What follows belongs to an exercise in optimizing a design on an open flow for small area and a short achievable clock period; a production flow would make more cautious choices.
In this exercise RTL edits were held to simulation tests only and were not proved equivalent to the original.
No activity file was given, so power comes from the tool's default toggle rates.

## lightHashDES
module lightHashDES(
    input              clk,
    input              M_valid,
    input              rst_n,
    input      [7:0]   M,
    input     [63:0]   input_length,
    output reg         hash_ready,
    output     [31:0]  digest
);
    reg        busy;
    reg [63:0] counter;
    reg        a_t, b_t, c_t;  
    reg  [6:0] f;              
    wire [63:0] counter_d;
    wire start = !busy && M_valid;
    wire z1;
    wire z2;
    wire z3;
    wire z4;
    wire z5;
    wire z6;
    wire z7;
    wire z8;
    wire z9;
    wire z10;
    wire z11;
    wire z12;
    wire z13;
    wire z14;
    wire z15;
    wire z16;
    wire z17;
    wire z18;
    wire z19;
    wire z20;
    wire z21;
    wire z22;
    wire z23;
    wire z24;
    wire z25;
    wire z26;
    wire z27;
    wire z28;
    wire z29;
    wire z30;
    wire z31;
    wire z32;
    wire z33;
    wire z34;
    wire z35;
    wire z36;
    wire z37;
    wire z38;
    wire z39;
    wire z40;
    wire z41;
    wire z42;
    wire z43;
    wire z44;
    wire z45;
    wire z46;
    wire z47;
    wire z48;
    wire z49;
    wire z50;
    wire z51;
    wire z52;
    wire z53;
    wire z54;
    wire z55;
    wire z56;
    wire zi57;
    wire z58;
    wire z59;
    wire zi60;
    wire z61;
    wire z62;
    wire zi63;
    wire z64;
    wire z65;
    wire zi66;
    wire z67;
    wire z68;
    wire z69;
    wire zi70;
    wire z71;
    wire z72;
    wire z73;
    wire z74;
    wire zi75;
    wire z76;
    wire z77;
    wire z78;
    wire zi79;
    wire z80;
    wire z81;
    wire zi82;
    wire z83;
    wire zi84;
    wire z85;
    wire z86;
    wire z87;
    wire z88;
    wire z89;
    wire z90;
    wire zi91;
    wire z92;
    wire zg93;
    wire zi94;
    wire z95;
    wire zi96;
    wire z97;
    wire z98;
    wire zg99;
    wire z100;
    wire z101;
    wire zi102;
    wire z103;
    wire zg104;
    wire zi105;
    wire z106;
    wire z107;
    wire zi108;
    wire z109;
    wire zg110;
    wire zi111;
    wire z112;
    wire zi113;
    wire z114;
  ...
Settings: LEC_CHECK=0, CAP_MARGIN=20, CORE_MARGIN=2, CORE_UTILIZATION=40, SETUP_SLACK_MARGIN=1.5, SLEW_MARGIN=20, SYNTH_HIERARCHICAL=1; clock period 3.3 ns.
standard.sh (not shown) runs the stock make flow with config.mk's settings and CLKGATE_MAP_FILE= SYNTH_SCRIPT=/design/flow/synth_recipe.tcl, a recipe that flattens the netlist after the stock synthesis.
==> flow/flow/run.sh <==
#!/bin/bash
cp standard.sh standard.sh.txt
export BUFFER_PORTS_ARGS="-buffer_cell sky130_fd_sc_hd__buf_1"
bash standard.sh > standard.log 2>&1
Change:
- CORE_UTILIZATION: 40 -> 60
- SETUP_SLACK_MARGIN: 1.5 -> 1.6
The new run completed with no timing, DRC or antenna violations.
Via count went up by 2.0%.
First-iteration DRC count rose by 30%.
Routed wire length decreases by 1.3%.
Clock power is lower by 7.2%.
Final area goes up by 2.6%.
Sequential power hardly moves.
Synthesized cell count stays the same.
Core utilization came out higher by 27 points.
Sequential share of layout area goes down by 0.57 points.

---

the baseline:
Another version of the RTL of lightHashDES (not shown whole).
For scale: roughly 580 cells after synthesis, about 80 flip-flops, ~110 I/O pins, roughly 0.0045 sq mm of cells after synthesis.
Settings: LEC_CHECK=0, CAP_MARGIN=20, CORE_MARGIN=2, CORE_UTILIZATION=40, SLEW_MARGIN=20; clock period 3.3 ns.
run.sh (not shown) runs the stock make flow with config.mk's settings and CLKGATE_MAP_FILE= SYNTH_SCRIPT=/design/flow/synth_recipe.tcl, a recipe that flattens the netlist after the stock synthesis.
Stock flow here: none of the scripts above is used.
### the baseline -> the candidate
- ABC_CLOCK_PERIOD_IN_PS: unset -> 1400
- SETUP_SLACK_MARGIN: unset -> 1.9
### Flow results
The candidate | status: complete | timing, DRC, antenna: pass
Diff the baseline..the candidate | area of the mapped netlist | unchanged
Comparing the baseline and the candidate, worst-case setup slack after placement is lower on the candidate.
Comparing the candidate with the baseline, the total instance count after detailed placement came out essentially unchanged.
Global-route wire length before repair was higher in the candidate than in the baseline.
Against the baseline, the candidate reports a post-cts repair resize count that is higher.
Die area: the baseline vs the candidate identical
Wire: the candidate routes more than the baseline

---

RTL: one of the versions met above, not the one the previous note started from.
Size in the first run: ~560 cells after synthesis, about 110 I/O pins, roughly 4100 um2 of cells after synthesis.
export LEC_CHECK = 0
export ABC_CLOCK_PERIOD_IN_PS = 1000
export CAP_MARGIN = 20
export CORE_MARGIN = 2
export CORE_UTILIZATION = 40
export SETUP_SLACK_MARGIN = 1.6
export SLEW_MARGIN = 20
export SYNTH_HIERARCHICAL = 1
create_clock -name core_clock -period 3.3 [get_ports {clk}]
standard.sh (not shown) runs the stock make flow with config.mk's settings and CLKGATE_MAP_FILE= SYNTH_SCRIPT=/design/flow/synth_recipe.tcl, a recipe that flattens the netlist after the stock synthesis.
Scripts as last shown in full above: flow/flow/run.sh
Then changed:
ABC_CLOCK_PERIOD_IN_PS = 1600   (was 1000)
The new run passed the timing, DRC and antenna checks.
Clock skew stays the same.
Final area is unchanged.
Worst hold slack stays the same.
Critical path depth stays the same.
Clock power hardly moves.
Worst setup slack is unchanged.
Core utilization does not change.
Die area does not change.
Combinational power hardly moves.
Global-route usage does not change.
Clock-buffer cell count does not change.
Then changed:
ABC_CLOCK_PERIOD_IN_PS = not set   (was 1600)
Count of clock-buffer cells in the layout does not change; worst setup slack is unchanged; via count is unchanged; critical path depth does not change; die area does not change; non-clock buffer count is unchanged.
Then changed:
SETUP_SLACK_MARGIN = 1.7   (was 1.6)
=> Combinational power grows by roughly a tenth; maximum frequency barely changes; hold slack gets worse by 0.011 ns; critical path depth grows by 8; die area stays the same; synthesized area does not change; global-route usage grows by 0.37 points; sequential share of layout area shrinks by 1.3 points; utilization grows by 2.6 points.
Then changed:
==> flow/flow/run.sh (replaced) <==
#!/bin/bash
cp standard.sh standard.sh.txt
export BUFFER_PORTS_ARGS="-buffer_cell sky130_fd_sc_hd__buf_1"
export SKIP_GATE_CLONING=1
bash standard.sh > standard.log 2>&1
SETUP_SLACK_MARGIN = 1.6   (was 1.7)
The changed run finished clean.
Total power decreases by a few percent.
Clock-buffer cell count stays the same.
Utilization fell by 1.5 points.
Sequential power is about the same.

---

lightHashDES, a different RTL version from the one above (not shown whole).
Size: roughly 570 cells after synthesis, about 76 flip-flops, roughly 110 I/O pins, roughly 0.0042 mm² of cells after synthesis.
==> flow/config.mk <==
export PLATFORM = sky130hd
export DESIGN_NAME = lightHashDES
export DESIGN_NICKNAME = lightHashDES
export VERILOG_FILES = /design/flow/design.v
export SDC_FILE = /design/flow/constraint.sdc
export NUM_CORES = 4
export LEC_CHECK = 0
export CAP_MARGIN = 20
export CORE_MARGIN = 2
export CORE_UTILIZATION = 50
export SETUP_SLACK_MARGIN = 1.6
export SLEW_MARGIN = 20
export SYNTH_HIERARCHICAL = 1
==> flow/constraint.sdc <==
create_clock -name core_clock -period 3.3 [get_ports {clk}]
set_input_delay 0.6600 -clock core_clock [delete_from_list [all_inputs] [get_ports {clk}]]
set_output_delay 0.6600 -clock core_clock [all_outputs]
set_load 0.01 [all_outputs]
==> flow/flow/run.sh <==
#!/bin/bash
cp standard.sh standard.sh.txt
export BUFFER_PORTS_ARGS="-buffer_cell sky130_fd_sc_hd__buf_1"
bash standard.sh > standard.log 2>&1
==> next run, changes <==
- CORE_UTILIZATION: 50 -> 35
Outcome:
- routed wire length rose by a few percent
- hold slack gains 23 ps
- via count rose by a few percent
- clock skew came out lower by 5.3 ps
==> next run, changes <==
- CORE_UTILIZATION: 35 -> 40
=> Power decreases by a little under a tenth. Worst hold slack got worse by 24 ps. Die area decreases by roughly a tenth. Utilization increases by 4.6 points. Clock power decreases by about a fifth. Area after synthesis is unchanged. Sequential cell count stays the same. Global-route usage increases by 0.95 points. Via count decreases by a few percent. Sequential power stays flat.

---

Starting RTL as in the previous note.
Design lightHashDES, start of the top module:
module lightHashDES(
    input              clk,
    input              M_valid,
    input              rst_n,
    input      [7:0]   M,
    input     [63:0]   input_length,
    output reg         hash_ready,
    output     [31:0]  digest
);
    reg        busy;
    reg [63:0] counter;
    reg        a_t, b_t, c_t;  
    reg  [6:0] f;              
    wire [63:0] counter_d;
    wire start = !busy && M_valid;
    wire z1;
    wire z2;
    wire z3;
    wire z4;
    wire z5;
    wire z6;
    wire z7;
    wire z8;
    wire z9;
    wire z10;
    wire z11;
    wire z12;
    wire z13;
    wire z14;
    wire z15;
    wire z16;
    wire z17;
    wire z18;
    wire z19;
    wire z20;
    wire z21;
    wire z22;
    wire z23;
    wire z24;
    wire z25;
    wire z26;
    wire z27;
    wire z28;
    wire z29;
    wire z30;
    wire z31;
    wire z32;
    wire z33;
    wire z34;
    wire z35;
    wire z36;
  ...
export LEC_CHECK = 0
export CAP_MARGIN = 20
export CORE_MARGIN = 2
export CORE_UTILIZATION = 40
export CTS_CLUSTER_DIAMETER = 100
export CTS_CLUSTER_SIZE = 30
export SETUP_SLACK_MARGIN = 1.6
export SLEW_MARGIN = 20
export SYNTH_HIERARCHICAL = 1
create_clock -name core_clock -period 3.3 [get_ports {clk}]
Scripts as last shown in full above: flow/flow/run.sh
Next try:
--- a/flow/flow/run.sh
+++ b/flow/flow/run.sh
@@ -3,0 +4 @@
+export CTS_CLUSTER_SIZE=30 CTS_CLUSTER_DIAMETER=100
--- a/flow/config.mk
+++ b/flow/config.mk
@@ -11,2 +10,0 @@
-export CTS_CLUSTER_DIAMETER = 100
-export CTS_CLUSTER_SIZE = 30
After rerunning: The new run finished with timing, DRC and antenna clean; worst hold slack does not change; total power stays the same; worst setup slack is unchanged.

---

lightHashDES, a different RTL version from the one above (not shown whole).
Size in the first run: ~570 cells after synthesis, ~81 flip-flops, about 110 I/O pins, roughly 0.0043 mm2 of cells after synthesis.
clock: 3.3 ns
lec_check: 0
cap_margin: 20
core_margin: 2
core_utilization: 40
setup_slack_margin: 1.8
slew_margin: 20
synth_hierarchical: 1
==> flow/flow/run.sh <==
#!/bin/bash
cp standard.sh standard.sh.txt
export BUFFER_PORTS_ARGS="-buffer_cell sky130_fd_sc_hd__buf_1"
bash standard.sh > standard.log 2>&1
Then changed:
SETUP_SLACK_MARGIN = 1.6   (was 1.8)
Effect:
- utilization decreases by 6.4 points
- design area falls by 11%
- clock skew goes down by 5.5 ps
- wire length goes down by 8.7%
- sequential share of layout area increases by 2.9 points
- first-iteration DRC count rises by 4.4%
- count of clock-buffer cells in the layout increases by 4
- sequential power came out lower by about 5%
- total power is lower by 18%
- final cell count decreases by 2.2%
Then changed:
ABC_AREA = 1   (was default)
After rerunning:
- The new run ran to the end with no violations
- total power rose by well over a third
- wire length climbs by about a fifth
- cell count climbs by well over a third
- area after synthesis climbs by a quarter to a third
- sequential share of layout area came out lower by 6.1 points
- setup slack degrades by 13 ps
- clock-buffer cell count went down by 3

==> port drivers added, routing unchanged <==
Ports are ideal in the flow. The routed layouts listed here were re-timed in OpenROAD.
Step 1 (the two cells are an assumption about what drives the block):
set clk [get_ports {clk}]
set_driving_cell -lib_cell sky130_fd_sc_hd__clkbuf_16 $clk
set_driving_cell -lib_cell sky130_fd_sc_hd__buf_2 [delete_from_list [all_inputs] $clk]
Step 2 adds t to the input delays and takes it off the output delays; t is the mean of the earliest and latest rising clock arrival at the registers after step 1. Input paths then give back, and output paths get back, about the clock's delay inside the block.
Slacks: ideal / step 1 / step 2; pairs: ideal / step 1.
| run | t, ns | slack for setup (ns) | worst setup path at the end | clock arrival spread, ns | slew at the worst register clock pin (ns) |
|---|---|---|---|---|---|
| the first run of note 1 | 0.384 | 1.578 / 1.566 / 1.202 | input to register | 0.010 / 0.010 | 0.08 / 0.08 |
| the second run of note 1 | 0.367 | 1.630 / 1.630 / 1.348 | input to register | 0.009 / 0.008 | 0.08 / 0.08 |
| the baseline | 0.376 | 0.250 / 0.250 / 0.115 | input to register | 0.008 / 0.009 | 0.06 / 0.06 |
| the candidate | 0.379 | 0.521 / 0.521 / 0.521 | register to register | 0.007 / 0.007 | 0.06 / 0.06 |
| the first run of note 3 | 0.374 | 1.676 / 1.645 / 1.358 | input to register | 0.009 / 0.009 | 0.08 / 0.08 |
| the second run of note 3 | 0.374 | 1.676 / 1.645 / 1.358 | input to register | 0.009 / 0.009 | 0.08 / 0.08 |
| the third run of note 3 | 0.374 | 1.676 / 1.645 / 1.358 | input to register | 0.009 / 0.009 | 0.08 / 0.08 |
| the fourth run of note 3 | 0.380 | 1.677 / 1.677 / 1.429 | input to register | 0.013 / 0.012 | 0.08 / 0.08 |
| the fifth run of note 3 | 0.374 | 1.652 / 1.644 / 1.358 | input to register | 0.008 / 0.009 | 0.08 / 0.08 |
| the first run of note 4 | 0.373 | 1.680 / 1.670 / 1.332 | input to register | 0.013 / 0.013 | 0.08 / 0.08 |
| the second run of note 4 | 0.371 | 1.654 / 1.617 / 1.338 | input to register | 0.009 / 0.009 | 0.06 / 0.06 |
| the third run of note 4 | 0.384 | 1.687 / 1.661 / 1.318 | input to register | 0.005 / 0.005 | 0.07 / 0.07 |
| the first run of note 5 | 0.384 | 1.687 / 1.661 / 1.318 | input to register | 0.005 / 0.005 | 0.07 / 0.07 |
| the second run of note 5 | 0.384 | 1.687 / 1.661 / 1.318 | input to register | 0.005 / 0.005 | 0.07 / 0.07 |
| the first run of note 6 | 0.374 | 1.652 / 1.652 / 1.430 | input to register | 0.012 / 0.012 | 0.09 / 0.09 |
| the second run of note 6 | 0.368 | 1.655 / 1.655 / 1.326 | input to register | 0.006 / 0.007 | 0.08 / 0.08 |
| the third run of note 6 | 0.385 | 1.641 / 1.641 / 1.398 | input to register | 0.008 / 0.009 | 0.06 / 0.06 |
After both steps every run listed still meets setup and hold. The setup slack of the first run of note 1, which loses most, moves by -0.012 ns with the drivers and by -0.376 ns with both steps.
